What follows belongs to an exercise in optimizing a design on an open flow for small area, a short achievable clock period and few clock cycles per item; a production flow would make more cautious choices. At most, simulation tests tie the RTL to the original design; equivalence was not proved. No functional check of the RTL was part of run 1.

==> flow/design.v (outline; a module is shown in full before it is edited, if it fits) <==
// module cordic_vec_top: 4574 lines
module cordic_vec_top (
    input  logic clk,
    input  logic rst_n,
    input  logic in_valid,
    output logic in_ready,
    input  logic signed [15:0] x_start,
    input  logic signed [15:0] y_start,
    output logic out_valid,
    input  logic out_ready,
    output logic signed [15:0] mag,
    output logic signed [31:0] theta
);
  // ...
==> flow/run.sh <==
#!/bin/bash
# synth_recipe.tcl (not shown) runs the flow's synth.tcl, then flattens the netlist and writes it again
# the make line also repeats each setting of config.mk as NAME=value (left out here)
make -C /OpenROAD-flow-scripts/flow DESIGN_CONFIG=/design/flow/config.mk WORK_HOME=/design/flow/orfs CLKGATE_MAP_FILE= SYNTH_SCRIPT=/design/flow/synth_recipe.tcl finish
==> flow/config.mk <==
export PLATFORM = sky130hd
export DESIGN_NAME = cordic_vec_top
export DESIGN_NICKNAME = cordic_vec_top
export VERILOG_FILES = /design/flow/design.v
export SDC_FILE = /design/flow/constraint.sdc
export NUM_CORES = 4
export LEC_CHECK = 0
export ABC_CLOCK_PERIOD_IN_PS = 2000
export CAP_MARGIN = 20
export CORE_MARGIN = 2
export CORE_UTILIZATION = 40
export SETUP_SLACK_MARGIN = 5
export SLEW_MARGIN = 20
==> flow/constraint.sdc <==
create_clock -name core_clock -period 9.0 [get_ports {clk}]
set_input_delay 1.8000 -clock core_clock [delete_from_list [all_inputs] [get_ports {clk}]]
set_output_delay 1.8000 -clock core_clock [all_outputs]
set_load 0.01 [all_outputs]
==> notes.md, run 1 <==
* Status: finished clean
* Initial antenna violation count at 1
* Via count at 26.44k
* P&R area growth vs syn at 13.96%
* ClkCell Share at 0.05427
* Clock-pin slew on the worst setup and hold paths at 0.06 ns
* Die Area at 111100 um^2
* Commonest non-fill, non-tap cell in the layout: edfxtp_1
* Worst setup EP type: flip-flop
* Fmax at 242.5 MHz
* 1st-iter DRT viols at 1410
* Max_cap viols at 0
* Routed Antenna Nets at 0
* Share of layout cells above drive strength 1 at 0.08880
* Top class by area: multi-input combinational cells
* Ranking of synthesized cells by area: edfxtp_1 46%, ha_1 11%, xnor2_1 9.1%, xor2_1 4.8%, fa_1 4.2%
* Filler cells at 9684
* First-pass DRT Iterations at 5
* Number of synthesized flops with an enable pin at 658
* Global Route Usage Sum at 0.1478
* Finished Cell Area at 49450 um^2
* Synth Area in Adders at 0.1563
* Pin count of the biggest net entering global routing at 172
* Fraction of area in multi-input gates at 0.4375
* TAP cells at 1403
* Post-Synthesis Cells at 3683
* Clkbuf count at 101
==> run 2, diff against run 1 <==
--- a/flow/design.v
+++ b/flow/design.v
@@ -12,23 +12,35 @@
 );
     logic i_v, o_v, adv;
     assign adv = ~o_v | out_ready;
     assign in_ready = ~i_v;
     logic [15:0] i_x, i_y;
     always_ff @(posedge clk) if (~i_v) begin i_x <= x_start; i_y <= y_start; end
     logic [15:0] s0_x, s0_y;
     logic s0_v;
-    always_ff @(posedge clk) if (adv) begin s0_x <= i_v ? i_x : x_start; s0_y <= i_v ? i_y : y_start; end
+    logic [15:0] e_x, e_y;
+    assign e_x = i_v ? i_x : x_start;
+    assign e_y = i_v ? i_y : y_start;
+    logic e_xn, e_yn, e_xz, e_yz, e_sf;
+    assign e_xn = e_x[15]; assign e_yn = e_y[15];
+    assign e_xz = (e_x == 16'd0); assign e_yz = (e_y == 16'd0);
+    assign e_sf = (~e_xn & ~e_xz & ~e_yn) | (e_xn & (e_yn | e_yz));
+    logic s0_cyn, s0_cxn, s0_d0;
+    logic [1:0] s0_q;
+    always_ff @(posedge clk) if (adv) begin
+        s0_x <= e_x; s0_y <= e_y;
+        s0_cyn <= ~e_sf ^ e_yn; s0_cxn <= e_sf ^ e_xn;
+        s0_d0 <= (~e_xn & ~e_xz & e_yn) | (e_xn & ~e_yn & ~e_yz);
+        s0_q <= e_xz ? {e_yn, 1'b1} : (e_xn ? 2'b10 : 2'b00);
+    end
     logic xneg, yneg, xz, yz, sflip, cyn, cxn;
     assign xneg = s0_x[15]; assign yneg = s0_y[15];
-    assign xz = (s0_x == 16'd0); assign yz = (s0_y == 16'd0);
-    assign sflip = (~xneg & ~xz & ~yneg) | (xneg & (yneg | yz));
-    assign cyn = ~sflip ^ yneg;
-    assign cxn = sflip ^ xneg;
+    assign cyn = s0_cyn;
+    assign cxn = s0_cxn;
     wire pxc_1;
     wire pxc_2;
     assign pxc_1 = (s0_x[0] ^ xneg) ^ (s0_y[0] ^ yneg);
     assign pxc_2 = (s0_x[0] ^ xneg) & (s0_y[0] ^ yneg);
     wire pxc_3;
     wire pxc_4;
     assign pxc_3 = (s0_x[1] ^ xneg) ^ (s0_y[1] ^ yneg);
     assign pxc_4 = (s0_x[1] ^ xneg) & (s0_y[1] ^ yneg);
@@ -453,18 +465,18 @@
     logic [15:0] pys;
     assign pys = {pysw_140, pysw_139, pysw_138, pysw_137, pysw_136, pysw_135, pysw_134, pysw_133, pysw_132, pysw_131, pysw_130, pysw_129, pysw_128, pysw_127, pysw_126, pysw_125};
     logic [16:0] x_1;
     logic [15:0] y_1;
     logic d_0;
     logic [1:0] q0;
     assign x_1 = pxs;
     assign y_1 = pys;
-    assign d_0 = (~xneg & ~xz & yneg) | (xneg & ~yneg & ~yz);
-    assign q0 = xz ? {yneg, 1'b1} : (xneg ? 2'b10 : 2'b00);
+    assign d_0 = s0_d0;
+    assign q0 = s0_q;
     logic s1_v;
     logic [16:0] s1_x;
     logic [0:0] s1_d;
     logic [1:0] s1_q;
     logic [15:0] s1_y;
     always_ff @(posedge clk) if (adv) begin s1_x <= x_1; s1_d <= {d_0}; s1_q <= q0; s1_y <= y_1; end
     logic d_1;
     assign d_1 = s1_y[15];
@@ -3234,402 +3246,352 @@
     logic [4:0] y_15;
     assign y_15 = ya_14;
     logic s13_v;
     logic [16:0] s13_x;
     logic [14:0] s13_d;
     logic [1:0] s13_q;
     logic [4:0] s13_y;
     always_ff @(posedge clk) if (adv) begin s13_x <= x_15; s13_d <= {d_14, s12_d[13], s12_d[12], s12_d[11], s12_d[10], s12_d[9], s12_d[8], s12_d[7], s12_d[6], s12_d[5], s12_d[4], s12_d[3], s12_d[2], s12_d[1], s12_d[0]}; s13_q <= s12_q; s13_y <= y_15; end
-    wire x16aw_1 = s13_x[0] & s13_y[4];
-    wire x16aw_2 = s13_x[1] & s13_x[0];
-    wire x16aw_3 = s13_x[2] & s13_x[1];
-    wire x16aw_4 = s13_x[3] & s13_x[2];
-    wire x16aw_5 = s13_x[4] & s13_x[3];
-    wire x16aw_6 = s13_x[5] & s13_x[4];
-    wire x16aw_7 = s13_x[6] & s13_x[5];
-    wire x16aw_8 = s13_x[7] & s13_x[6];
-    wire x16aw_9 = s13_x[8] & s13_x[7];
-    wire x16aw_10 = s13_x[9] & s13_x[8];
-    wire x16aw_11 = s13_x[10] & s13_x[9];
-    wire x16aw_12 = s13_x[11] & s13_x[10];
-    wire x16aw_13 = s13_x[12] & s13_x[11];
-    wire x16aw_14 = s13_x[13] & s13_x[12];
-    wire x16aw_15 = s13_x[14] & s13_x[13];
-    wire x16aw_16 = s13_x[15] & s13_x[14];
-    wire x16aw_17 = s13_x[16] & s13_x[15];
-    wire x16aw_18 = x16aw_2 & s13_y[4];
-    wire x16aw_19 = x16aw_3 & x16aw_1;
-    wire x16aw_20 = x16aw_4 & x16aw_2;
-    wire x16aw_21 = x16aw_5 & x16aw_3;
-    wire x16aw_22 = x16aw_6 & x16aw_4;
-    wire x16aw_23 = x16aw_7 & x16aw_5;
-    wire x16aw_24 = x16aw_8 & x16aw_6;
-    wire x16aw_25 = x16aw_9 & x16aw_7;
-    wire x16aw_26 = x16aw_10 & x16aw_8;
-    wire x16aw_27 = x16aw_11 & x16aw_9;
-    wire x16aw_28 = x16aw_12 & x16aw_10;
-    wire x16aw_29 = x16aw_13 & x16aw_11;
-    wire x16aw_30 = x16aw_14 & x16aw_12;
-    wire x16aw_31 = x16aw_15 & x16aw_13;
-    wire x16aw_32 = x16aw_16 & x16aw_14;
-    wire x16aw_33 = x16aw_17 & x16aw_15;
-    wire x16aw_34 = x16aw_20 & s13_y[4];
-    wire x16aw_35 = x16aw_21 & x16aw_1;
-    wire x16aw_36 = x16aw_22 & x16aw_18;
-    wire x16aw_37 = x16aw_23 & x16aw_19;
-    wire x16aw_38 = x16aw_24 & x16aw_20;
-    wire x16aw_39 = x16aw_25 & x16aw_21;
-    wire x16aw_40 = x16aw_26 & x16aw_22;
-    wire x16aw_41 = x16aw_27 & x16aw_23;
-    wire x16aw_42 = x16aw_28 & x16aw_24;
-    wire x16aw_43 = x16aw_29 & x16aw_25;
-    wire x16aw_44 = x16aw_30 & x16aw_26;
-    wire x16aw_45 = x16aw_31 & x16aw_27;
-    wire x16aw_46 = x16aw_32 & x16aw_28;
-    wire x16aw_47 = x16aw_33 & x16aw_29;
-    wire x16aw_48 = x16aw_38 & s13_y[4];
-    wire x16aw_49 = x16aw_39 & x16aw_1;
-    wire x16aw_50 = x16aw_40 & x16aw_18;
-    wire x16aw_51 = x16aw_41 & x16aw_19;
-    wire x16aw_52 = x16aw_42 & x16aw_34;
-    wire x16aw_53 = x16aw_43 & x16aw_35;
-    wire x16aw_54 = x16aw_44 & x16aw_36;
-    wire x16aw_55 = x16aw_45 & x16aw_37;
-    wire x16aw_56 = x16aw_46 & x16aw_38;
-    wire x16aw_57 = x16aw_47 & x16aw_39;
-    wire x16aw_58 = x16aw_56 & s13_y[4];
-    wire x16aw_59 = x16aw_57 & x16aw_1;
-    wire x16aw_60 = s13_x[0] ^ s13_y[4];
-    wire x16aw_61 = s13_x[1] ^ x16aw_1;
-    wire x16aw_62 = s13_x[2] ^ x16aw_18;
-    wire x16aw_63 = s13_x[3] ^ x16aw_19;
-    wire x16aw_64 = s13_x[4] ^ x16aw_34;
-    wire x16aw_65 = s13_x[5] ^ x16aw_35;
-    wire x16aw_66 = s13_x[6] ^ x16aw_36;
-    wire x16aw_67 = s13_x[7] ^ x16aw_37;
-    wire x16aw_68 = s13_x[8] ^ x16aw_48;
-    wire x16aw_69 = s13_x[9] ^ x16aw_49;
-    wire x16aw_70 = s13_x[10] ^ x16aw_50;
-    wire x16aw_71 = s13_x[11] ^ x16aw_51;
-    wire x16aw_72 = s13_x[12] ^ x16aw_52;
-    wire x16aw_73 = s13_x[13] ^ x16aw_53;
-    wire x16aw_74 = s13_x[14] ^ x16aw_54;
-    wire x16aw_75 = s13_x[15] ^ x16aw_55;
-    wire x16aw_76 = s13_x[16] ^ x16aw_58;
-    logic [16:0] x16a;
-    assign x16a = {x16aw_76, x16aw_75, x16aw_74, x16aw_73, x16aw_72, x16aw_71, x16aw_70, x16aw_69, x16aw_68, x16aw_67, x16aw_66, x16aw_65, x16aw_64, x16aw_63, x16aw_62, x16aw_61, x16aw_60};
     wire mc_1;
     wire mc_2;
-    assign mc_1 = x16a[8] ^ ~x16a[0];
-    assign mc_2 = x16a[8] & ~x16a[0];
+    assign mc_1 = s13_x[0] ^ s13_x[2];
+    assign mc_2 = s13_x[0] & s13_x[2];
     wire mc_3;
     wire mc_4;
-    assign mc_3 = x16a[9] ^ ~x16a[1];
-    assign mc_4 = x16a[9] & ~x16a[1];
+    assign mc_3 = s13_x[1] ^ s13_x[3];
+    assign mc_4 = s13_x[1] & s13_x[3];
     wire mc_5;
     wire mc_6;
-    assign mc_5 = x16a[10] ^ ~x16a[2];
-    assign mc_6 = x16a[10] & ~x16a[2];
+    assign mc_5 = s13_x[2] ^ s13_x[4];
+    assign mc_6 = s13_x[2] & s13_x[4];
     wire mc_7;
     wire mc_8;
-    assign mc_7 = x16a[0] ^ x16a[11] ^ ~x16a[3];
-    assign mc_8 = (x16a[0] & x16a[11]) | (x16a[0] & ~x16a[3]) | (x16a[11] & ~x16a[3]);
+    assign mc_7 = s13_x[3] ^ s13_x[5];
+    assign mc_8 = s13_x[3] & s13_x[5];
     wire mc_9;
     wire mc_10;
-    assign mc_9 = x16a[1] ^ x16a[12] ^ ~x16a[4];
-    assign mc_10 = (x16a[1] & x16a[12]) | (x16a[1] & ~x16a[4]) | (x16a[12] & ~x16a[4]);
+    assign mc_9 = s13_x[8] ^ ~s13_x[0];
+    assign mc_10 = s13_x[8] & ~s13_x[0];
     wire mc_11;
     wire mc_12;
-    assign mc_11 = x16a[0] ^ x16a[2] ^ x16a[13];
-    assign mc_12 = (x16a[0] & x16a[2]) | (x16a[0] & x16a[13]) | (x16a[2] & x16a[13]);
+    assign mc_11 = s13_x[9] ^ ~s13_x[1] ^ ~s13_x[4];
+    assign mc_12 = (s13_x[9] & ~s13_x[1]) | (s13_x[9] & ~s13_x[4]) | (~s13_x[1] & ~s13_x[4]);
     wire mc_13;
     wire mc_14;
-    assign mc_13 = ~x16a[5] ^ ~x16a[8];
-    assign mc_14 = ~x16a[5] & ~x16a[8];
+    assign mc_13 = s13_x[10] ^ ~s13_x[2] ^ ~s13_x[5];
+    assign mc_14 = (s13_x[10] & ~s13_x[2]) | (s13_x[10] & ~s13_x[5]) | (~s13_x[2] & ~s13_x[5]);
     wire mc_15;
     wire mc_16;
-    assign mc_15 = x16a[1] ^ x16a[3] ^ x16a[14];
-    assign mc_16 = (x16a[1] & x16a[3]) | (x16a[1] & x16a[14]) | (x16a[3] & x16a[14]);
+    assign mc_15 = s13_x[0] ^ s13_x[11] ^ ~s13_x[3];
+    assign mc_16 = (s13_x[0] & s13_x[11]) | (s13_x[0] & ~s13_x[3]) | (s13_x[11] & ~s13_x[3]);
     wire mc_17;
     wire mc_18;
-    assign mc_17 = ~x16a[6] ^ ~x16a[9] ^ ~x16a[12];
-    assign mc_18 = (~x16a[6] & ~x16a[9]) | (~x16a[6] & ~x16a[12]) | (~x16a[9] & ~x16a[12]);
+    assign mc_17 = s13_x[1] ^ s13_x[12] ^ ~s13_x[4];
+    assign mc_18 = (s13_x[1] & s13_x[12]) | (s13_x[1] & ~s13_x[4]) | (s13_x[12] & ~s13_x[4]);
     wire mc_19;
     wire mc_20;
-    assign mc_19 = x16a[2] ^ x16a[4] ^ x16a[15];
-    assign mc_20 = (x16a[2] & x16a[4]) | (x16a[2] & x16a[15]) | (x16a[4] & x16a[15]);
+    assign mc_19 = s13_x[13] ^ ~s13_x[5] ^ ~s13_x[8];
+    assign mc_20 = (s13_x[13] & ~s13_x[5]) | (s13_x[13] & ~s13_x[8]) | (~s13_x[5] & ~s13_x[8]);
     wire mc_21;
     wire mc_22;
-    assign mc_21 = ~x16a[7] ^ ~x16a[10] ^ ~x16a[13];
-    assign mc_22 = (~x16a[7] & ~x16a[10]) | (~x16a[7] & ~x16a[13]) | (~x16a[10] & ~x16a[13]);
+    assign mc_21 = ~s13_x[11] ^ s13_y[4];
+    assign mc_22 = ~s13_x[11] & s13_y[4];
     wire mc_23;
     wire mc_24;
-    assign mc_23 = x16a[3] ^ x16a[5] ^ x16a[16];
-    assign mc_24 = (x16a[3] & x16a[5]) | (x16a[3] & x16a[16]) | (x16a[5] & x16a[16]);
+    assign mc_23 = s13_x[14] ^ ~s13_x[6] ^ ~s13_x[9];
+    assign mc_24 = (s13_x[14] & ~s13_x[6]) | (s13_x[14] & ~s13_x[9]) | (~s13_x[6] & ~s13_x[9]);
     wire mc_25;
     wire mc_26;
-    assign mc_25 = ~x16a[8] ^ ~x16a[11] ^ ~x16a[14];
-    assign mc_26 = (~x16a[8] & ~x16a[11]) | (~x16a[8] & ~x16a[14]) | (~x16a[11] & ~x16a[14]);
+    assign mc_25 = ~s13_x[12] ^ mc_3 ^ mc_2;
+    assign mc_26 = (~s13_x[12] & mc_3) | (~s13_x[12] & mc_2) | (mc_3 & mc_2);
     wire mc_27;
     wire mc_28;
-    assign mc_27 = x16a[4] ^ x16a[6] ^ ~x16a[9];
-    assign mc_28 = (x16a[4] & x16a[6]) | (x16a[4] & ~x16a[9]) | (x16a[6] & ~x16a[9]);
+    assign mc_27 = s13_x[15] ^ ~s13_x[7] ^ ~s13_x[10];
+    assign mc_28 = (s13_x[15] & ~s13_x[7]) | (s13_x[15] & ~s13_x[10]) | (~s13_x[7] & ~s13_x[10]);
     wire mc_29;
     wire mc_30;
-    assign mc_29 = ~x16a[12] ^ ~x16a[15];
-    assign mc_30 = ~x16a[12] & ~x16a[15];
+    assign mc_29 = ~s13_x[13] ^ mc_5 ^ mc_4;
+    assign mc_30 = (~s13_x[13] & mc_5) | (~s13_x[13] & mc_4) | (mc_5 & mc_4);
     wire mc_31;
     wire mc_32;
-    assign mc_31 = x16a[5] ^ x16a[7] ^ ~x16a[10];
-    assign mc_32 = (x16a[5] & x16a[7]) | (x16a[5] & ~x16a[10]) | (x16a[7] & ~x16a[10]);
+    assign mc_31 = s13_x[16] ^ ~s13_x[8] ^ ~s13_x[11];
+    assign mc_32 = (s13_x[16] & ~s13_x[8]) | (s13_x[16] & ~s13_x[11]) | (~s13_x[8] & ~s13_x[11]);
     wire mc_33;
     wire mc_34;
-    assign mc_33 = ~x16a[13] ^ ~x16a[16];
-    assign mc_34 = ~x16a[13] & ~x16a[16];
+    assign mc_33 = ~s13_x[14] ^ mc_7 ^ mc_6;
+    assign mc_34 = (~s13_x[14] & mc_7) | (~s13_x[14] & mc_6) | (mc_7 & mc_6);
     wire mc_35;
     wire mc_36;
-    assign mc_35 = x16a[6] ^ x16a[8] ^ ~x16a[11];
-    assign mc_36 = (x16a[6] & x16a[8]) | (x16a[6] & ~x16a[11]) | (x16a[8] & ~x16a[11]);
+    assign mc_35 = s13_x[4] ^ s13_x[6] ^ ~s13_x[9];
+    assign mc_36 = (s13_x[4] & s13_x[6]) | (s13_x[4] & ~s13_x[9]) | (s13_x[6] & ~s13_x[9]);
     wire mc_37;
     wire mc_38;
-    assign mc_37 = ~x16a[14] ^ 1'b1;
-    assign mc_38 = ~x16a[14] & 1'b1;
+    assign mc_37 = ~s13_x[12] ^ ~s13_x[15] ^ mc_8;
+    assign mc_38 = (~s13_x[12] & ~s13_x[15]) | (~s13_x[12] & mc_8) | (~s13_x[15] & mc_8);
     wire mc_39;
     wire mc_40;
-    assign mc_39 = x16a[7] ^ x16a[9] ^ ~x16a[12];
-    assign mc_40 = (x16a[7] & x16a[9]) | (x16a[7] & ~x16a[12]) | (x16a[9] & ~x16a[12]);
+    assign mc_39 = s13_x[5] ^ s13_x[7] ^ ~s13_x[10];
+    assign mc_40 = (s13_x[5] & s13_x[7]) | (s13_x[5] & ~s13_x[10]) | (s13_x[7] & ~s13_x[10]);
     wire mc_41;
     wire mc_42;
-    assign mc_41 = ~x16a[15] ^ 1'b1;
-    assign mc_42 = ~x16a[15] & 1'b1;
+    assign mc_41 = ~s13_x[13] ^ ~s13_x[16];
+    assign mc_42 = ~s13_x[13] & ~s13_x[16];
     wire mc_43;
     wire mc_44;
-    assign mc_43 = x16a[8] ^ x16a[10] ^ ~x16a[13];
-    assign mc_44 = (x16a[8] & x16a[10]) | (x16a[8] & ~x16a[13]) | (x16a[10] & ~x16a[13]);
+    assign mc_43 = s13_x[6] ^ s13_x[8] ^ ~s13_x[11];
+    assign mc_44 = (s13_x[6] & s13_x[8]) | (s13_x[6] & ~s13_x[11]) | (s13_x[8] & ~s13_x[11]);
     wire mc_45;
     wire mc_46;
-    assign mc_45 = ~x16a[16] ^ 1'b1;
-    assign mc_46 = ~x16a[16] & 1'b1;
+    assign mc_45 = ~s13_x[14] ^ 1'b1;
+    assign mc_46 = ~s13_x[14] & 1'b1;
     wire mc_47;
     wire mc_48;
-    assign mc_47 = x16a[9] ^ x16a[11];
-    assign mc_48 = x16a[9] & x16a[11];
+    assign mc_47 = s13_x[7] ^ s13_x[9] ^ ~s13_x[12];
+    assign mc_48 = (s13_x[7] & s13_x[9]) | (s13_x[7] & ~s13_x[12]) | (s13_x[9] & ~s13_x[12]);
     wire mc_49;
     wire mc_50;
-    assign mc_49 = x16a[10] ^ x16a[12];
-    assign mc_50 = x16a[10] & x16a[12];
+    assign mc_49 = ~s13_x[15] ^ 1'b1;
+    assign mc_50 = ~s13_x[15] & 1'b1;
     wire mc_51;
     wire mc_52;
-    assign mc_51 = x16a[11] ^ x16a[13];
-    assign mc_52 = x16a[11] & x16a[13];
+    assign mc_51 = s13_x[8] ^ s13_x[10] ^ ~s13_x[13];
+    assign mc_52 = (s13_x[8] & s13_x[10]) | (s13_x[8] & ~s13_x[13]) | (s13_x[10] & ~s13_x[13]);
     wire mc_53;
     wire mc_54;
-    assign mc_53 = x16a[5] ^ ~x16a[0];
-    assign mc_54 = x16a[5] & ~x16a[0];
+    assign mc_53 = ~s13_x[16] ^ 1'b1;
+    assign mc_54 = ~s13_x[16] & 1'b1;
     wire mc_55;
     wire mc_56;
-    assign mc_55 = x16a[6] ^ ~x16a[1];
-    assign mc_56 = x16a[6] & ~x16a[1];
+    assign mc_55 = s13_x[9] ^ s13_x[11];
+    assign mc_56 = s13_x[9] & s13_x[11];
     wire mc_57;
     wire mc_58;
-    assign mc_57 = x16a[7] ^ ~x16a[2];
-    assign mc_58 = x16a[7] & ~x16a[2];
+    assign mc_57 = s13_x[10] ^ s13_x[12];
+    assign mc_58 = s13_x[10] & s13_x[12];
     wire mc_59;
     wire mc_60;
-    assign mc_59 = ~x16a[3] ^ ~x16a[6] ^ 1'b1;
-    assign mc_60 = (~x16a[3] & ~x16a[6]) | (~x16a[3] & 1'b1) | (~x16a[6] & 1'b1);
+    assign mc_59 = s13_x[11] ^ s13_x[13];
+    assign mc_60 = s13_x[11] & s13_x[13];
     wire mc_61;
     wire mc_62;
-    assign mc_61 = ~x16a[4] ^ ~x16a[7] ^ mc_3;
-    assign mc_62 = (~x16a[4] & ~x16a[7]) | (~x16a[4] & mc_3) | (~x16a[7] & mc_3);
+    assign mc_61 = s13_x[2] ^ ~s13_x[0];
+    assign mc_62 = s13_x[2] & ~s13_x[0];
     wire mc_63;
     wire mc_64;
-    assign mc_63 = ~x16a[5] ^ ~x16a[8] ^ mc_5;
-    assign mc_64 = (~x16a[5] & ~x16a[8]) | (~x16a[5] & mc_5) | (~x16a[8] & mc_5);
+    assign mc_63 = s13_x[3] ^ ~s13_x[1];
+    assign mc_64 = s13_x[3] & ~s13_x[1];
     wire mc_65;
     wire mc_66;
-    assign mc_65 = ~x16a[6] ^ ~x16a[9] ^ mc_7;
-    assign mc_66 = (~x16a[6] & ~x16a[9]) | (~x16a[6] & mc_7) | (~x16a[9] & mc_7);
+    assign mc_65 = s13_x[4] ^ ~s13_x[2];
+    assign mc_66 = s13_x[4] & ~s13_x[2];
     wire mc_67;
     wire mc_68;
-    assign mc_67 = ~x16a[7] ^ ~x16a[10] ^ mc_9;
-    assign mc_68 = (~x16a[7] & ~x16a[10]) | (~x16a[7] & mc_9) | (~x16a[10] & mc_9);
+    assign mc_67 = s13_x[5] ^ ~s13_x[0] ^ ~s13_x[3];
+    assign mc_68 = (s13_x[5] & ~s13_x[0]) | (s13_x[5] & ~s13_x[3]) | (~s13_x[0] & ~s13_x[3]);
     wire mc_69;
     wire mc_70;
-    assign mc_69 = ~x16a[11] ^ mc_11 ^ mc_13;
-    assign mc_70 = (~x16a[11] & mc_11) | (~x16a[11] & mc_13) | (mc_11 & mc_13);
+    assign mc_69 = s13_x[6] ^ ~s13_x[1] ^ ~s13_x[4];
+    assign mc_70 = (s13_x[6] & ~s13_x[1]) | (s13_x[6] & ~s13_x[4]) | (~s13_x[1] & ~s13_x[4]);
     wire mc_71;
     wire mc_72;
-    assign mc_71 = mc_15 ^ mc_17 ^ mc_12;
-    assign mc_72 = (mc_15 & mc_17) | (mc_15 & mc_12) | (mc_17 & mc_12);
+    assign mc_71 = s13_x[7] ^ ~s13_x[2] ^ ~s13_x[5];
+    assign mc_72 = (s13_x[7] & ~s13_x[2]) | (s13_x[7] & ~s13_x[5]) | (~s13_x[2] & ~s13_x[5]);
     wire mc_73;
     wire mc_74;
-    assign mc_73 = mc_19 ^ mc_21 ^ mc_16;
-    assign mc_74 = (mc_19 & mc_21) | (mc_19 & mc_16) | (mc_21 & mc_16);
+    assign mc_73 = ~s13_x[3] ^ ~s13_x[6] ^ 1'b1;
+    assign mc_74 = (~s13_x[3] & ~s13_x[6]) | (~s13_x[3] & 1'b1) | (~s13_x[6] & 1'b1);
     wire mc_75;
     wire mc_76;
-    assign mc_75 = mc_23 ^ mc_25 ^ mc_20;
-    assign mc_76 = (mc_23 & mc_25) | (mc_23 & mc_20) | (mc_25 & mc_20);
+    assign mc_75 = ~s13_x[7] ^ s13_y[4] ^ mc_11;
+    assign mc_76 = (~s13_x[7] & s13_y[4]) | (~s13_x[7] & mc_11) | (s13_y[4] & mc_11);
     wire mc_77;
     wire mc_78;
-    assign mc_77 = mc_27 ^ mc_29 ^ mc_24;
-    assign mc_78 = (mc_27 & mc_29) | (mc_27 & mc_24) | (mc_29 & mc_24);
+    assign mc_77 = ~s13_x[8] ^ s13_y[4] ^ mc_13;
+    assign mc_78 = (~s13_x[8] & s13_y[4]) | (~s13_x[8] & mc_13) | (s13_y[4] & mc_13);
     wire mc_79;
     wire mc_80;
-    assign mc_79 = mc_31 ^ mc_33 ^ mc_28;
-    assign mc_80 = (mc_31 & mc_33) | (mc_31 & mc_28) | (mc_33 & mc_28);
+    assign mc_79 = ~s13_x[6] ^ ~s13_x[9] ^ mc_15;
+    assign mc_80 = (~s13_x[6] & ~s13_x[9]) | (~s13_x[6] & mc_15) | (~s13_x[9] & mc_15);
     wire mc_81;
     wire mc_82;
-    assign mc_81 = mc_35 ^ mc_37 ^ mc_32;
-    assign mc_82 = (mc_35 & mc_37) | (mc_35 & mc_32) | (mc_37 & mc_32);
+    assign mc_81 = ~s13_x[7] ^ ~s13_x[10] ^ mc_17;
+    assign mc_82 = (~s13_x[7] & ~s13_x[10]) | (~s13_x[7] & mc_17) | (~s13_x[10] & mc_17);
     wire mc_83;
     wire mc_84;
-    assign mc_83 = mc_39 ^ mc_41 ^ mc_36;
-    assign mc_84 = (mc_39 & mc_41) | (mc_39 & mc_36) | (mc_41 & mc_36);
+    assign mc_83 = mc_1 ^ mc_19 ^ mc_21;
+    assign mc_84 = (mc_1 & mc_19) | (mc_1 & mc_21) | (mc_19 & mc_21);
     wire mc_85;
     wire mc_86;
-    assign mc_85 = mc_43 ^ mc_45 ^ mc_40;
-    assign mc_86 = (mc_43 & mc_45) | (mc_43 & mc_40) | (mc_45 & mc_40);
+    assign mc_85 = mc_23 ^ mc_25 ^ mc_20;
+    assign mc_86 = (mc_23 & mc_25) | (mc_23 & mc_20) | (mc_25 & mc_20);
     wire mc_87;
     wire mc_88;
-    assign mc_87 = ~x16a[14] ^ mc_47 ^ mc_44;
-    assign mc_88 = (~x16a[14] & mc_47) | (~x16a[14] & mc_44) | (mc_47 & mc_44);
+    assign mc_87 = mc_27 ^ mc_29 ^ mc_24;
+    assign mc_88 = (mc_27 & mc_29) | (mc_27 & mc_24) | (mc_29 & mc_24);
     wire mc_89;
     wire mc_90;
-    assign mc_89 = ~x16a[15] ^ 1'b1 ^ mc_49;
-    assign mc_90 = (~x16a[15] & 1'b1) | (~x16a[15] & mc_49) | (1'b1 & mc_49);
+    assign mc_89 = mc_31 ^ mc_33 ^ mc_28;
+    assign mc_90 = (mc_31 & mc_33) | (mc_31 & mc_28) | (mc_33 & mc_28);
     wire mc_91;
     wire mc_92;
-    assign mc_91 = ~x16a[16] ^ 1'b1 ^ mc_51;
-    assign mc_92 = (~x16a[16] & 1'b1) | (~x16a[16] & mc_51) | (1'b1 & mc_51);
+    assign mc_91 = mc_35 ^ mc_37 ^ mc_32;
+    assign mc_92 = (mc_35 & mc_37) | (mc_35 & mc_32) | (mc_37 & mc_32);
     wire mc_93;
     wire mc_94;
-    assign mc_93 = x16a[12] ^ x16a[14];
-    assign mc_94 = x16a[12] & x16a[14];
+    assign mc_93 = mc_39 ^ mc_41 ^ mc_36;
+    assign mc_94 = (mc_39 & mc_41) | (mc_39 & mc_36) | (mc_41 & mc_36);
     wire mc_95;
     wire mc_96;
-    assign mc_95 = x16a[13] ^ x16a[15];
-    assign mc_96 = x16a[13] & x16a[15];
+    assign mc_95 = mc_43 ^ mc_45 ^ mc_40;
+    assign mc_96 = (mc_43 & mc_45) | (mc_43 & mc_40) | (mc_45 & mc_40);
     wire mc_97;
     wire mc_98;
-    assign mc_97 = x16a[14] ^ x16a[16];
-    assign mc_98 = x16a[14] & x16a[16];
+    assign mc_97 = mc_47 ^ mc_49 ^ mc_44;
+    assign mc_98 = (mc_47 & mc_49) | (mc_47 & mc_44) | (mc_49 & mc_44);
     wire mc_99;
     wire mc_100;
-    assign mc_99 = x16a[2] ^ ~x16a[0];
-    assign mc_100 = x16a[2] & ~x16a[0];
+    assign mc_99 = mc_51 ^ mc_53 ^ mc_48;
+    assign mc_100 = (mc_51 & mc_53) | (mc_51 & mc_48) | (mc_53 & mc_48);
     wire mc_101;
     wire mc_102;
-    assign mc_101 = x16a[3] ^ ~x16a[1];
-    assign mc_102 = x16a[3] & ~x16a[1];
+    assign mc_101 = ~s13_x[14] ^ mc_55 ^ mc_52;
+    assign mc_102 = (~s13_x[14] & mc_55) | (~s13_x[14] & mc_52) | (mc_55 & mc_52);
     wire mc_103;
     wire mc_104;
-    assign mc_103 = x16a[4] ^ ~x16a[2];
-    assign mc_104 = x16a[4] & ~x16a[2];
+    assign mc_103 = ~s13_x[15] ^ 1'b1 ^ mc_57;
+    assign mc_104 = (~s13_x[15] & 1'b1) | (~s13_x[15] & mc_57) | (1'b1 & mc_57);
     wire mc_105;
     wire mc_106;
-    assign mc_105 = ~x16a[3] ^ 1'b1 ^ mc_53;
-    assign mc_106 = (~x16a[3] & 1'b1) | (~x16a[3] & mc_53) | (1'b1 & mc_53);
+    assign mc_105 = ~s13_x[16] ^ 1'b1 ^ mc_59;
+    assign mc_106 = (~s13_x[16] & 1'b1) | (~s13_x[16] & mc_59) | (1'b1 & mc_59);
     wire mc_107;
     wire mc_108;
-    assign mc_107 = ~x16a[4] ^ mc_55 ^ mc_54;
-    assign mc_108 = (~x16a[4] & mc_55) | (~x16a[4] & mc_54) | (mc_55 & mc_54);
+    assign mc_107 = s13_x[12] ^ s13_x[14];
+    assign mc_108 = s13_x[12] & s13_x[14];
     wire mc_109;
     wire mc_110;
-    assign mc_109 = ~x16a[5] ^ mc_57 ^ mc_56;
-    assign mc_110 = (~x16a[5] & mc_57) | (~x16a[5] & mc_56) | (mc_57 & mc_56);
+    assign mc_109 = s13_x[13] ^ s13_x[15];
+    assign mc_110 = s13_x[13] & s13_x[15];
     wire mc_111;
     wire mc_112;
-    assign mc_111 = mc_1 ^ mc_59 ^ mc_58;
-    assign mc_112 = (mc_1 & mc_59) | (mc_1 & mc_58) | (mc_59 & mc_58);
+    assign mc_111 = s13_x[14] ^ s13_x[16];
+    assign mc_112 = s13_x[14] & s13_x[16];
     wire mc_113;
     wire mc_114;
-    assign mc_113 = mc_2 ^ mc_61 ^ mc_60;
-    assign mc_114 = (mc_2 & mc_61) | (mc_2 & mc_60) | (mc_61 & mc_60);
+    assign mc_113 = s13_y[4] ^ 1'b1;
+    assign mc_114 = s13_y[4] & 1'b1;
     wire mc_115;
     wire mc_116;
-    assign mc_115 = mc_4 ^ mc_63 ^ mc_62;
-    assign mc_116 = (mc_4 & mc_63) | (mc_4 & mc_62) | (mc_63 & mc_62);
+    assign mc_115 = s13_y[4] ^ mc_63 ^ mc_62;
+    assign mc_116 = (s13_y[4] & mc_63) | (s13_y[4] & mc_62) | (mc_63 & mc_62);
     wire mc_117;
     wire mc_118;
-    assign mc_117 = mc_6 ^ mc_65 ^ mc_64;
-    assign mc_118 = (mc_6 & mc_65) | (mc_6 & mc_64) | (mc_65 & mc_64);
+    assign mc_117 = s13_y[4] ^ mc_65 ^ mc_64;
+    assign mc_118 = (s13_y[4] & mc_65) | (s13_y[4] & mc_64) | (mc_65 & mc_64);
     wire mc_119;
     wire mc_120;
-    assign mc_119 = mc_8 ^ mc_67 ^ mc_66;
-    assign mc_120 = (mc_8 & mc_67) | (mc_8 & mc_66) | (mc_67 & mc_66);
+    assign mc_119 = 1'b1 ^ mc_67 ^ mc_66;
+    assign mc_120 = (1'b1 & mc_67) | (1'b1 & mc_66) | (mc_67 & mc_66);
     wire mc_121;
     wire mc_122;
-    assign mc_121 = mc_10 ^ mc_69 ^ mc_68;
-    assign mc_122 = (mc_10 & mc_69) | (mc_10 & mc_68) | (mc_69 & mc_68);
+    assign mc_121 = s13_y[4] ^ mc_69 ^ mc_68;
+    assign mc_122 = (s13_y[4] & mc_69) | (s13_y[4] & mc_68) | (mc_69 & mc_68);
     wire mc_123;
     wire mc_124;
-    assign mc_123 = mc_14 ^ mc_71 ^ mc_70;
-    assign mc_124 = (mc_14 & mc_71) | (mc_14 & mc_70) | (mc_71 & mc_70);
+    assign mc_123 = s13_y[4] ^ mc_71 ^ mc_70;
+    assign mc_124 = (s13_y[4] & mc_71) | (s13_y[4] & mc_70) | (mc_71 & mc_70);
     wire mc_125;
     wire mc_126;
-    assign mc_125 = mc_18 ^ mc_73 ^ mc_72;
-    assign mc_126 = (mc_18 & mc_73) | (mc_18 & mc_72) | (mc_73 & mc_72);
+    assign mc_125 = mc_9 ^ mc_73 ^ mc_72;
+    assign mc_126 = (mc_9 & mc_73) | (mc_9 & mc_72) | (mc_73 & mc_72);
     wire mc_127;
     wire mc_128;
-    assign mc_127 = mc_22 ^ mc_75 ^ mc_74;
-    assign mc_128 = (mc_22 & mc_75) | (mc_22 & mc_74) | (mc_75 & mc_74);
+    assign mc_127 = mc_10 ^ mc_75 ^ mc_74;
+    assign mc_128 = (mc_10 & mc_75) | (mc_10 & mc_74) | (mc_75 & mc_74);
     wire mc_129;
     wire mc_130;
-    assign mc_129 = mc_26 ^ mc_77 ^ mc_76;
-    assign mc_130 = (mc_26 & mc_77) | (mc_26 & mc_76) | (mc_77 & mc_76);
+    assign mc_129 = mc_12 ^ mc_77 ^ mc_76;
+    assign mc_130 = (mc_12 & mc_77) | (mc_12 & mc_76) | (mc_77 & mc_76);
     wire mc_131;
     wire mc_132;
-    assign mc_131 = mc_30 ^ mc_79 ^ mc_78;
-    assign mc_132 = (mc_30 & mc_79) | (mc_30 & mc_78) | (mc_79 & mc_78);
+    assign mc_131 = mc_14 ^ mc_79 ^ mc_78;
+    assign mc_132 = (mc_14 & mc_79) | (mc_14 & mc_78) | (mc_79 & mc_78);
     wire mc_133;
     wire mc_134;
-    assign mc_133 = mc_34 ^ mc_81 ^ mc_80;
-    assign mc_134 = (mc_34 & mc_81) | (mc_34 & mc_80) | (mc_81 & mc_80);
+    assign mc_133 = mc_16 ^ mc_81 ^ mc_80;
+    assign mc_134 = (mc_16 & mc_81) | (mc_16 & mc_80) | (mc_81 & mc_80);
     wire mc_135;
     wire mc_136;
-    assign mc_135 = mc_38 ^ mc_83 ^ mc_82;
-    assign mc_136 = (mc_38 & mc_83) | (mc_38 & mc_82) | (mc_83 & mc_82);
+    assign mc_135 = mc_18 ^ mc_83 ^ mc_82;
+    assign mc_136 = (mc_18 & mc_83) | (mc_18 & mc_82) | (mc_83 & mc_82);
     wire mc_137;
     wire mc_138;
-    assign mc_137 = mc_42 ^ mc_85 ^ mc_84;
-    assign mc_138 = (mc_42 & mc_85) | (mc_42 & mc_84) | (mc_85 & mc_84);
+    assign mc_137 = mc_22 ^ mc_85 ^ mc_84;
+    assign mc_138 = (mc_22 & mc_85) | (mc_22 & mc_84) | (mc_85 & mc_84);
     wire mc_139;
     wire mc_140;
-    assign mc_139 = mc_46 ^ mc_87 ^ mc_86;
-    assign mc_140 = (mc_46 & mc_87) | (mc_46 & mc_86) | (mc_87 & mc_86);
+    assign mc_139 = mc_26 ^ mc_87 ^ mc_86;
+    assign mc_140 = (mc_26 & mc_87) | (mc_26 & mc_86) | (mc_87 & mc_86);
     wire mc_141;
     wire mc_142;
-    assign mc_141 = mc_48 ^ mc_89 ^ mc_88;
-    assign mc_142 = (mc_48 & mc_89) | (mc_48 & mc_88) | (mc_89 & mc_88);
+    assign mc_141 = mc_30 ^ mc_89 ^ mc_88;
+    assign mc_142 = (mc_30 & mc_89) | (mc_30 & mc_88) | (mc_89 & mc_88);
     wire mc_143;
     wire mc_144;
-    assign mc_143 = mc_50 ^ mc_91 ^ mc_90;
-    assign mc_144 = (mc_50 & mc_91) | (mc_50 & mc_90) | (mc_91 & mc_90);
+    assign mc_143 = mc_34 ^ mc_91 ^ mc_90;
+    assign mc_144 = (mc_34 & mc_91) | (mc_34 & mc_90) | (mc_91 & mc_90);
     wire mc_145;
     wire mc_146;
-    assign mc_145 = mc_52 ^ mc_93 ^ mc_92;
-    assign mc_146 = (mc_52 & mc_93) | (mc_52 & mc_92) | (mc_93 & mc_92);
+    assign mc_145 = mc_38 ^ mc_93 ^ mc_92;
+    assign mc_146 = (mc_38 & mc_93) | (mc_38 & mc_92) | (mc_93 & mc_92);
     wire mc_147;
     wire mc_148;
-    assign mc_147 = 1'b1 ^ mc_95 ^ mc_94;
-    assign mc_148 = (1'b1 & mc_95) | (1'b1 & mc_94) | (mc_95 & mc_94);
+    assign mc_147 = mc_42 ^ mc_95 ^ mc_94;
+    assign mc_148 = (mc_42 & mc_95) | (mc_42 & mc_94) | (mc_95 & mc_94);
     wire mc_149;
     wire mc_150;
-    assign mc_149 = 1'b1 ^ mc_97 ^ mc_96;
-    assign mc_150 = (1'b1 & mc_97) | (1'b1 & mc_96) | (mc_97 & mc_96);
+    assign mc_149 = mc_46 ^ mc_97 ^ mc_96;
+    assign mc_150 = (mc_46 & mc_97) | (mc_46 & mc_96) | (mc_97 & mc_96);
     wire mc_151;
     wire mc_152;
-    assign mc_151 = x16a[15] ^ 1'b1 ^ mc_98;
-    assign mc_152 = (x16a[15] & 1'b1) | (x16a[15] & mc_98) | (1'b1 & mc_98);
+    assign mc_151 = mc_50 ^ mc_99 ^ mc_98;
+    assign mc_152 = (mc_50 & mc_99) | (mc_50 & mc_98) | (mc_99 & mc_98);
     wire mc_153;
     wire mc_154;
-    assign mc_153 = x16a[16] ^ 1'b1;
-    assign mc_154 = x16a[16] & 1'b1;
+    assign mc_153 = mc_54 ^ mc_101 ^ mc_100;
+    assign mc_154 = (mc_54 & mc_101) | (mc_54 & mc_100) | (mc_101 & mc_100);
+    wire mc_155;
+    wire mc_156;
+    assign mc_155 = mc_56 ^ mc_103 ^ mc_102;
+    assign mc_156 = (mc_56 & mc_103) | (mc_56 & mc_102) | (mc_103 & mc_102);
+    wire mc_157;
+    wire mc_158;
+    assign mc_157 = mc_58 ^ mc_105 ^ mc_104;
+    assign mc_158 = (mc_58 & mc_105) | (mc_58 & mc_104) | (mc_105 & mc_104);
+    wire mc_159;
+    wire mc_160;
+    assign mc_159 = mc_60 ^ mc_107 ^ mc_106;
+    assign mc_160 = (mc_60 & mc_107) | (mc_60 & mc_106) | (mc_107 & mc_106);
+    wire mc_161;
+    wire mc_162;
+    assign mc_161 = 1'b1 ^ mc_109 ^ mc_108;
+    assign mc_162 = (1'b1 & mc_109) | (1'b1 & mc_108) | (mc_109 & mc_108);
+    wire mc_163;
+    wire mc_164;
+    assign mc_163 = 1'b1 ^ mc_111 ^ mc_110;
+    assign mc_164 = (1'b1 & mc_111) | (1'b1 & mc_110) | (mc_111 & mc_110);
+    wire mc_165;
+    wire mc_166;
+    assign mc_165 = s13_x[15] ^ 1'b1 ^ mc_112;
+    assign mc_166 = (s13_x[15] & 1'b1) | (s13_x[15] & mc_112) | (1'b1 & mc_112);
+    wire mc_167;
+    wire mc_168;
+    assign mc_167 = s13_x[16] ^ 1'b1;
+    assign mc_168 = s13_x[16] & 1'b1;
     logic [31:0] zt0;
     wire [3:0] zi0 = {~s13_d[3], ~s13_d[2], ~s13_d[1], ~s13_d[0]};
     always_comb case (zi0)
         4'd0: zt0 = 32'hb8f830b3;
         4'd1: zt0 = 32'hf8f830b3;
         4'd2: zt0 = 32'hdec03aed;
         4'd3: zt0 = 32'h1ec03aed;
         4'd4: zt0 = 32'hcceea169;
@@ -3910,18 +3872,18 @@
     assign zc_101 = zt0[26] ^ zt1[26];
     assign zc_102 = zt0[26] & zt1[26];
     wire zc_103;
     wire zc_104;
     assign zc_103 = zt0[27] ^ zt1[27];
     assign zc_104 = zt0[27] & zt1[27];
     logic [30:0] mu, mv;
     logic [31:0] zu, zv;
-    assign mu = {mc_153, mc_151, mc_149, mc_147, mc_145, mc_143, mc_141, mc_139, mc_137, mc_135, mc_133, mc_131, mc_129, mc_127, mc_125, mc_123, mc_121, mc_119, mc_117, mc_115, mc_113, mc_111, mc_109, mc_107, mc_105, mc_103, mc_101, 1'b1, x16a[1], x16a[0], 1'b0};
-    assign mv = {mc_152, mc_150, mc_148, mc_146, mc_144, mc_142, mc_140, mc_138, mc_136, mc_134, mc_132, mc_130, mc_128, mc_126, mc_124, mc_122, mc_120, mc_118, mc_116, mc_114, mc_112, mc_110, mc_108, mc_106, mc_104, mc_102, mc_100, mc_99, 1'b0, 1'b0, 1'b0};
+    assign mu = {mc_167, mc_165, mc_163, mc_161, mc_159, mc_157, mc_155, mc_153, mc_151, mc_149, mc_147, mc_145, mc_143, mc_141, mc_139, mc_137, mc_135, mc_133, mc_131, mc_129, mc_127, mc_125, mc_123, mc_121, mc_119, mc_117, mc_115, mc_61, s13_x[1], s13_x[0], 1'b0};
+    assign mv = {mc_166, mc_164, mc_162, mc_160, mc_158, mc_156, mc_154, mc_152, mc_150, mc_148, mc_146, mc_144, mc_142, mc_140, mc_138, mc_136, mc_134, mc_132, mc_130, mc_128, mc_126, mc_124, mc_122, mc_120, mc_118, mc_116, mc_114, mc_113, 1'b0, s13_y[4], 1'b0};
     assign zu = {zt0[31], zt0[30], zt0[29], zt0[28], zc_103, zc_101, zc_99, zc_97, zc_95, zc_93, zc_91, zc_89, zc_87, zc_85, zc_83, zc_81, zc_79, zc_77, zc_75, zc_73, zc_71, zc_69, zc_67, zc_65, zc_63, zc_61, zc_59, zc_57, zc_55, zc_53, zc_51, zc_1};
     assign zv = {s13_q[1], s13_q[0], 1'b0, zc_104, zc_102, zc_100, zc_98, zc_96, zc_94, zc_92, zc_90, zc_88, zc_86, zc_84, zc_82, zc_80, zc_78, zc_76, zc_74, zc_72, zc_70, zc_68, zc_66, zc_64, zc_62, zc_60, zc_58, zc_56, zc_54, zc_52, zc_50, zc_49};
     logic s14_v;
     logic [15:0] s14_mu, s14_mv;
     logic s14_mc;
     logic [31:0] s14_zu, s14_zv;
     wire mlow_1 = mu[0] ^ mv[0];
     wire mlow_2 = mu[0] & mv[0];
==> flow/flow/run.sh (new file) <==
#!/bin/bash
# Own flow: the standard synthesis and layout (standard.sh), but with the
# post-synthesis / post-CTS / post-route repair_timing aiming at a larger
# setup margin (the clock period and all constraints stay the design's).
set -euo pipefail
MARGIN=$(cat flow/margin.txt)
bash standard.sh synth > synth.log 2>&1
# same make command as standard.sh, with SETUP_SLACK_MARGIN raised
CMD=$(grep '^make ' standard.sh | sed -e 's/"\${@:-finish}"//' -e "s/SETUP_SLACK_MARGIN=[^ ]*//")
eval "$CMD SETUP_SLACK_MARGIN=$MARGIN finish" > layout.log 2>&1
RES=$(ls -d orfs/results/*/cordic_vec_top/base)
: # left out here: write the final layout as DEF
==> flow/flow/margin.txt (new file) <==
6
==> flow/standard.sh (new file) <==
#!/bin/bash
# synth_recipe.tcl (not shown) runs the flow's synth.tcl, then flattens the netlist and writes it again
# the make line also repeats each setting of config.mk as NAME=value (left out here)
make -C /OpenROAD-flow-scripts/flow DESIGN_CONFIG=/design/flow/config.mk WORK_HOME=/design/flow/orfs CLKGATE_MAP_FILE= SYNTH_SCRIPT=/design/flow/synth_recipe.tcl "${@:-finish}"
removed: flow/run.sh
==> run 2 against run 1 <==
Against the previous run: sequential share of layout area down 2.3 points; die area up 2.0%; global-route usage up 0.94 points; design area up 6.6%; synthesized area up 2.0%; critical path type unchanged; largest cell class unchanged.
==> notes.md, run 2 <==
* Status: finished clean (unchanged)
* Post-synthesis mux area share at 0.01891 (was 0.01753)
* Worst endpoint required time at 9.38 ns (was 9.40 ns)
* Fmax at 277.3 MHz (was 242.5 MHz)
* Clk latency of the worst-skew pair at 0.65 ns (was 0.64 ns)
* Clock-pin slew on the worst setup and hold paths at 0.06 ns (about the same)
* Slew HR at 0.3913 (was 0.2889)
* Ranking of synthesized cells by area: edfxtp_1 45%, ha_1 11%, xnor2_1 8.5%, xor2_1 4.8%, fa_1 4.6% (was edfxtp_1 46%, ha_1 11%, xnor2_1 9.1%, xor2_1 4.8%, fa_1 4.2%)
* Simple-gate portion of the synthesized area at 0.08925 (was 0.08890)
* Minimum clock period at 3.606 ns (was 4.124 ns)
* Worst setup EP type: flip-flop (unchanged)
* Xor/xnor cell area share of the yosys netlist at 0.1335 (was 0.1394)
* Number of global-route vias before repair at 27.52k (was 26.65k)
* Min-delay src: s10_d[4]$_DFFE_PP_ (was s12_q[0]$_DFFE_PP_)
* DR WL/cell at 16.07 um (was 15.31 um)
* Top Registers: o_theta: 31 flops, s14_zu: 31 flops, s14_zv: 29 flops (unchanged)
* Fin util at 0.4784 (was 0.4606)
* Synth Area in Adders at 0.1556 (was 0.1563)
* Max_cap viols at 0 (unchanged)
* Gpl congestion at 0.8327 (was 0.8374)
* Post-route setup slack at 5.394 ns (was 4.876 ns)
* Clock buffer count from CTS at 83 (was 84)
* Synth top area share at 0.4497 (was 0.4554)
* # H-tree levels at 3 (unchanged)
* Reg2Reg Setup Slack at 5.39 ns (was 4.88 ns)
* I/O Pins at 86 (unchanged)
* Via count at 28.32k (was 26.44k)
* Die Y at 336.7 um (was 333.4 um)
* Post-Synthesis Cells at 3814 (was 3683)
* Final WL at 90960 um (was 81490 um)
* Die Area at 113400 um^2 (was 111100 um^2)
* Core ar. at 110200 um^2 (was 107400 um^2)
* Crit path DAT at 3.99 ns (was 4.52 ns)
* Routed Antenna Nets at 0 (unchanged)
* Global Route Usage Sum at 0.1571 (was 0.1478)
* Crit Path Class: flip-flop to flip-flop (unchanged)
* Combinational family with the most area after synthesis: adder cells (unchanged)
* Worst Path Max Fanout at 7 (was 4)
* Initial antenna violation count at 2 (was 1)
* Pin count of the biggest net entering global routing at 162 (was 172)
* Synth area leader: edfxtp_1 (unchanged)
* Sequential share of the synthesized area at 0.4738 (was 0.4799)
* Final hold vios at 0 (unchanged)
* Root Buffer: clkbuf_16 (unchanged)
* Capture point of the worst reg-to-reg path: s11_y[6]$_DFFE_PP_ (was s1_y[15]$_DFFE_PP_)
* Share of flip-flops with an asynchronous set or reset at 0.02388 (was 0.02405)
* Yosys cell types at 82 (unchanged)
* Most frequent cells in the layout: 663 x edfxtp_1, 413 x xnor2_1, 362 x ha_1 (was 658 x edfxtp_1, 447 x xnor2_1, 390 x ha_1)
* First-pass DRT Iterations at 5 (unchanged)
* RSZ-0062 raised after global routing: yes (unchanged)
* P&R area growth vs syn at 19.09% (was 13.96%)
* Final period util at 0.4007 (was 0.4583)
* #FFs+latches synth at 712 (was 707)
* Synth Area in Compound Gates at 0.09652 (was 0.08769)
* 1st-iter DRT viols at 1468 (was 1410)
* Post-synth top cells: 663 x edfxtp_1, 432 x xnor2_1, 389 x ha_1 (was 658 x edfxtp_1, 449 x xnor2_1, 395 x ha_1)
* Finished Cell Area at 52720 um^2 (was 49450 um^2)
* First-pass GRT wire length at 143800 um (was 134200 um)
* Mapped cell area at 44270 um^2 (was 43390 um^2)
* Clock skew at 0.03133 ns (was 0.01960 ns)
* # diodes at 0 (unchanged)
* # hold bufs at CTS at 0 (unchanged)
* Critical Path Start Type: flip-flop (unchanged)
* Worst Hold Depth at 0 (unchanged)
* Initial Utilization at 0.4017 (was 0.4042)
* Detail Placement HPWL at 62720 um (was 59820 um)
* GRT overflow at 0 (unchanged)
* CTS Buffer Depth at 3 (unchanged)
* CTS tree: done (unchanged)
* Top FF cell, synth: edfxtp_1 (unchanged)
* Number of synthesized flops with an enable pin at 663 (was 658)
* Placed cell areas at 46970 um^2 (was 45960 um^2)
* Worst slew pin tran at 0.9130 ns (was 1.067 ns)
* Hold EP: s11_d[4]$_DFFE_PP_ (was s13_q[0]$_DFFE_PP_)
* Min-delay worst type: flip-flop to flip-flop (unchanged)
* Setup WS pre-CTS at 4.593 ns (was 3.989 ns)
* Synth warn at 1 (unchanged)
* Syn nets at 4340 (was 4206)
* Most numerous cell in the Yosys netlist: edfxtp_1 (unchanged)
* Final setup viols at 0 (unchanged)
* Slew Viols, Final at 0 (unchanged)
* R2R cell count at 21 (was 19)
* Chip Width at 336.7 um (was 333.4 um)
* Total clock sinks at 712 (was 707)
* Port buffer count at 84 (unchanged)
* Share of layout cells above drive strength 1 at 0.1642 (was 0.08880)
* Number of remaining DRC errors at 0 (unchanged)
* Final #Nets at 4627 (was 4376)
* Syn_area_per_cell at 11.61 um^2 (was 11.78 um^2)
* Commonest non-fill, non-tap cell in the layout: edfxtp_1 (unchanged)
* Total negative slack at 0 ns (unchanged)
* Reg2Reg Launch Point: s10_y[8]$_DFFE_PP_ (was s0_y[15]$_DFFE_PP_)
* Site Rows at 122 (was 120)
* Vias per inst at 5.005 (was 4.968)
## run 2: cell types whose count changed after synthesis, sizes merged, moves of 17 or more
cell,before,now
a21oi,177,210
xnor2,450,432
clkbuf,53,75
inv,265,282
a21o,47,71
o21ai,136,161
## run 2: timing repair
action	in CTS	in global routing
setup buffers	111	69
resized for setup	358	185
setup endpoints to repair	818	305
pin swaps	73	92
gates cloned	8	3
## run 2: worst max-delay path: stages (launching register included)
cell and delay, ns:
edfxtp_1 0.38, buf_6 0.17, xnor2_4 0.13, ha_4 0.25
and3_4 0.18, a21oi_4 0.12, a31oi_2 0.11, o21a_1 0.20
nor2_2 0.11, xnor2_2 0.12, buf_6 0.16, xnor2_4 0.13
ha_4 0.24, a21oi_2 0.13, nor2b_1 0.06, o21a_1 0.16
o21a_1 0.16, o21ai_1 0.12, nand2b_1 0.08, nor2_1 0.09
mux2i_1 0.09, xnor2_1 0.13
## run 2: layer usage
metal | global-route usage | routed length [um] | vias up
met4 | 0.04550 | 2169 | 0
met2 | 0.2646 | 43120 | 494
met3 | 0.02174 | 3625 | 142
li1 | - | - | 14190
met5 | 0 | 0 | -
met1 | 0.2108 | 42040 | 13497
## run 2: cell type report
type | instances | area, um^2
flip-flops and latches | 712 | 20980
well taps | 1488 | 1862
clock buffers | 100 | 2172
multi-input cells | 2728 | 23300
repair buffers | 293 | 2691
clock inverters | 55 | 638.1
fillers | 9948 | 57490
inverters | 283 | 1080
## run 2: worst max path at each step
stage / start / endpoint / slack, ns / cells past startpoint
detailed placement: s10_y[8]$_DFFE_PP_ / s11_y[6]$_DFFE_PP_ / 4.59 / 20
floorplan: out_ready / s11_v$_DFFE_PN0P_ / 4.69 / 4
finish: s10_y[8]$_DFFE_PP_ / s11_y[6]$_DFFE_PP_ / 5.39 / 21
global route: s10_y[8]$_DFFE_PP_ / s11_y[6]$_DFFE_PP_ / 5.16 / 22
CTS: s10_y[8]$_DFFE_PP_ / s11_y[6]$_DFFE_PP_ / 5.34 / 21
global placement: s10_y[8]$_DFFE_PP_ / s11_y[6]$_DFFE_PP_ / 4.49 / 20
## run 2: kinds of logic (layout without fill, tap and decap cells)
kind of cell / after synthesis / in the layout
AO/OA/AOI/OAI: 680 / 680
other: 1 / 1
multiplexers: 75 / 75
buffers and inverters: 376 / 731
XOR/XNOR: 675 / 675
adder cells (fa/ha/maj): 490 / 490
flip-flops: 712 / 712
AND/OR/NAND/NOR: 805 / 807
## run 2: per-stage QoR
| stage | cells | hold slack, ns |
|---|---|---|
| finish | 5659 | 0.4173 |
| global placement | 5313 | 0.4005 |
| floorplan | 3814 | 0.4003 |
| global route | 5659 | 0.4137 |
| CTS | 5587 | 0.4127 |
| detailed placement | 5313 | 0.4045 |
Testbench counts of run 2, summed over its fixed seeds: cycles 16,128, items 16,000.
==> run 3, diff against run 2 <==
==> flow/run.sh (new file) <==
#!/bin/bash
# synth_recipe.tcl (not shown) runs the flow's synth.tcl, then flattens the netlist and writes it again
# the make line also repeats each setting of config.mk as NAME=value (left out here)
make -C /OpenROAD-flow-scripts/flow DESIGN_CONFIG=/design/flow/config.mk WORK_HOME=/design/flow/orfs CLKGATE_MAP_FILE= SYNTH_SCRIPT=/design/flow/synth_recipe.tcl finish
removed: flow/flow/run.sh
removed: flow/flow/margin.txt
removed: flow/standard.sh
==> run 3 against run 2 <==
Against the previous run: critical path type unchanged; still clean; largest cell class unchanged; global-route usage decreased by 0.92 points; sequential cell count unchanged; first-iteration DRC count decreased by 2.5%.
==> notes.md, run 3 <==
* Status: finished clean (unchanged)
* Slew Viols, Final at 0 (unchanged)
* Seq. cell area at 20980 um^2 (about the same)
* Commonest non-fill, non-tap cell in the layout: edfxtp_1 (unchanged)
* Final hold vios at 0 (unchanged)
* #FFs+latches synth at 712 (unchanged)
* First-pass DRT Iterations at 5 (unchanged)
* Number of global-route vias before repair at 26.14k (was 27.52k)
* # H-tree levels at 3 (unchanged)
* Synth top area share at 0.4497 (unchanged)
* Fmax at 258.3 MHz (was 277.3 MHz)
* Sequential share of the synthesized area at 0.4738 (unchanged)
* Share of flip-flops with an asynchronous set or reset at 0.02388 (unchanged)
* DR WL/cell at 15.30 um (was 16.07 um)
* Worst path max stage delay at 0.50 ns (was 0.38 ns)
* Max_cap viols at 0 (unchanged)
* Number of synthesized flops with an enable pin at 663 (unchanged)
* Die Y at 336.7 um (unchanged)
* Worst slew pin tran at 1.012 ns (was 0.9130 ns)
* Syn_area_per_cell at 11.61 um^2 (unchanged)
* Worst Path Max Fanout at 6 (was 7)
* Filler cells at 10.12k (was 9948)
* Syn nets at 4340 (unchanged)
* Total clock sinks at 712 (unchanged)
* Slowest stage cell, crit path: edfxtp_1 (unchanged)
* Minimum clock period at 3.872 ns (was 3.606 ns)
* Fin Hold WS at 0.3965 ns (was 0.4173 ns)
* Mapped cell area at 44270 um^2 (unchanged)
* Clock-pin slew on the worst setup and hold paths at 0.06 ns (about the same)
* Top Registers: o_theta: 31 flops, s14_zu: 31 flops, s14_zv: 29 flops (unchanged)
* CTS tree: done (unchanged)
* Ranking of synthesized cells by area: edfxtp_1 45%, ha_1 11%, xnor2_1 8.5%, xor2_1 4.8%, fa_1 4.6% (unchanged)
* Total negative slack at 0 ns (unchanged)
* Post-Synthesis Cells at 3814 (unchanged)
* Gpl congestion at 0.8363 (was 0.8327)
* P&R area growth vs syn at 12.88% (was 19.09%)
* Yosys cell types at 82 (unchanged)
* Final #Nets at 4463 (was 4627)
* Via count at 27.08k (was 28.32k)
* Worst endpoint required time at 9.38 ns (about the same)
* RSZ-0062 raised after global routing: yes (unchanged)
* Clock buffer count from CTS at 81 (was 83)
* Top FF cell, synth: edfxtp_1 (unchanged)
* Port buffer count at 84 (unchanged)
* Final setup viols at 0 (unchanged)
* Final period util at 0.4302 (was 0.4007)
* Fin util at 0.4534 (was 0.4784)
* Area occupied by multi-input gates at 21940 um^2 (was 23300 um^2)
* Detail Placement HPWL at 62020 um (was 62720 um)
* 1st-iter DRT viols at 1432 (was 1468)
* Clock skew at 0.04403 ns (was 0.03133 ns)
* Site Rows at 122 (unchanged)
* Die Area at 113400 um^2 (unchanged)
* GRT overflow at 0 (unchanged)
* Pin count of the biggest net entering global routing at 169 (was 162)
* Post-synth top cells: 663 x edfxtp_1, 432 x xnor2_1, 389 x ha_1 (unchanged)
* Clk latency of the worst-skew pair at 0.64 ns (was 0.65 ns)
* Root Buffer: clkbuf_16 (unchanged)
* CP cell instances: xnor2_1 -> ha_1 -> and3_1 -> a21oi_2 -> a31oi_1 -> o21a_1 -> nor2_2 -> xnor2_2 -> buf_6 -> xnor2_1 -> ha_1 -> nor2b_1 -> o21a_1 -> o21a_1 -> o21ai_0 -> nand2b_1 -> nor2_1 -> mux2i_1 -> xnor2_1 (was buf_6 -> xnor2_4 -> ha_4 -> and3_4 -> a21oi_4 -> a31oi_2 -> o21a_1 -> nor2_2 -> xnor2_2 -> buf_6 -> xnor2_4 -> ha_4 -> a21oi_2 -> nor2b_1 -> o21a_1 -> o21a_1 -> o21ai_1 -> nand2b_1 -> nor2_1 -> mux2i_1 -> xnor2_1)
* Min-delay src: s10_q[1]$_DFFE_PP_ (was s10_d[4]$_DFFE_PP_)
* # diodes at 0 (unchanged)
* Final WL at 84060 um (was 90960 um)
* Worst Setup SP: s10_y[8]$_DFFE_PP_ (unchanged)
* Crit path DAT at 4.25 ns (was 3.99 ns)
* Crit Path Class: flip-flop to flip-flop (unchanged)
* Core ar. at 110200 um^2 (unchanged)
* CTS Buffer Depth at 3 (unchanged)
* First-pass GRT wire length at 136000 um (was 143800 um)
* Initial Utilization at 0.4017 (unchanged)
* I/O Pins at 86 (unchanged)
* Routed Antenna Nets at 0 (unchanged)
* Share of layout cells above drive strength 1 at 0.07041 (was 0.1642)
* Synth area leader: edfxtp_1 (unchanged)
* Worst setup EP type: flip-flop (unchanged)
* Synth warn at 1 (unchanged)
* Chip Width at 336.7 um (unchanged)
* Reg2Reg Launch Point: s10_y[8]$_DFFE_PP_ (unchanged)
* Initial antenna violation count at 0 (was 2)
* # hold bufs at CTS at 0 (unchanged)
* Critical Path Start Type: flip-flop (unchanged)
* Slew HR at 0.3253 (was 0.3913)
* Min-delay worst type: flip-flop to flip-flop (unchanged)
* Number of remaining DRC errors at 0 (unchanged)
* Vias per inst at 4.931 (was 5.005)
* Global Route Usage Sum at 0.1479 (was 0.1571)
* Most frequent cells in the layout: 663 x edfxtp_1, 430 x xnor2_1, 388 x ha_1 (was 663 x edfxtp_1, 413 x xnor2_1, 362 x ha_1)
* Most numerous cell in the Yosys netlist: edfxtp_1 (unchanged)
[run 3: cells by family (layout without fill, tap and decap cells)]
logic type | count (synthesis) | after routing | synth area share
other | 1 | 1 | 0.00008471
adder cells (fa/ha/maj) | 490 | 490 | 0.1556
XOR/XNOR | 675 | 675 | 0.1335
flip-flops | 712 | 712 | 0.4738
AND/OR/NAND/NOR | 805 | 806 | 0.08926
multiplexers | 75 | 75 | 0.01891
AO/OA/AOI/OAI | 680 | 680 | 0.09652
buffers and inverters | 376 | 566 | 0.03228
[run 3: final cells by class]
class / instances / area share
flip-flops and latches: 712 / 0.4198
inverters: 283 / 0.02126
clock buffers: 99 / 0.04590
repair buffers: 132 / 0.02494
clock inverters: 52 / 0.01179
well taps: 1488 / 0.03726
multi-input cells: 2727 / 0.4391
[run 3: per-layer routing]
| metal | GRT usage | vias to the layer above | part of all wire |
|---|---|---|---|
| li1 | - | 13861 | - |
| met1 | 0.2053 | 12670 | 0.48 |
| met2 | 0.2384 | 429 | 0.45 |
| met3 | 0.02462 | 124 | 0.039 |
| met4 | 0.04141 | 0 | 0.022 |
| met5 | 0 | - | 0 |
[run 3: path summary, 6_finish.rpt]
check | end | slack (ns) | cells after the start
max in group asynchronous | s12_v$_DFFE_PN0P_ | 6.91 | 1
hold reg to reg | s11_q[1]$_DFFE_PP_ | 0.40 | 0
setup / recovery | s11_y[6]$_DFFE_PP_ | 5.13 | 19
min in group asynchronous | s10_v$_DFFE_PN0P_ | 1.62 | 1
hold / removal | s11_q[1]$_DFFE_PP_ | 0.40 | 0
setup reg to reg | s11_y[6]$_DFFE_PP_ | 5.13 | 19
[run 3: metrics by stage]
step | instances | setup WS [ns] | area, um^2
3_3_place_gp | 5311 | 4.372 | 46790
2_1_floorplan | 3814 | 4.693 | 44310
6_report | 5493 | 5.128 | 49970
3_5_place_dp | 5311 | 4.356 | 46790
5_1_grt | 5493 | 4.818 | 49970
4_1_cts | 5465 | 4.995 | 49700
[run 3: what timing repair did]
item	4_1_cts	5_1_grt
endpoints found under the setup margin	4	86
gates resized for setup	2	9
pin swaps	0	3
setup buffers	3	26
gates cloned	0	2
[run 3: critical path, delay by kind of cell, from the launching register on]
kind            cells  cell delay, ns
compound gates      6            0.92
xor+xnor            4            0.55
fa+ha+maj           2            0.72
buf+inv             1            0.18
flops               1            0.50
mux                 1            0.09
simple gates        5            0.67

-- afterwards: timing with drivers on the ports --
How much do the figures lean on ideal ports? The routed layouts below were timed once more, with nothing changed but the port constraints.
Step 1 sets driving cells, clkbuf_16 on the clock port and buf_2 on the other inputs (assumed; they add their load-dependent delay and slew).
Step 2 also shifts input and output timing later by t, the mid clock arrival at the registers, as if the neighbouring blocks saw the same clock.
a / b / c = no drivers / after step 1 / after step 2; a / b = the first two.
run | t (ns) | setup WS [ns] | hold WS [ns]
run 1 | 0.698 | 4.876 / 4.876 / 4.664 | 0.412 / 0.412 / 0.412
run 2 | 0.702 | 5.394 / 5.394 / 5.294 | 0.417 / 0.417 / 0.417
run 3 | 0.683 | 5.128 / 5.112 / 4.522 | 0.397 / 0.397 / 0.397
After both steps setup and hold are still met in every run listed. For run 3, which loses most, drivers alone change the setup slack by -0.016 ns; drivers and shift together by -0.606 ns.
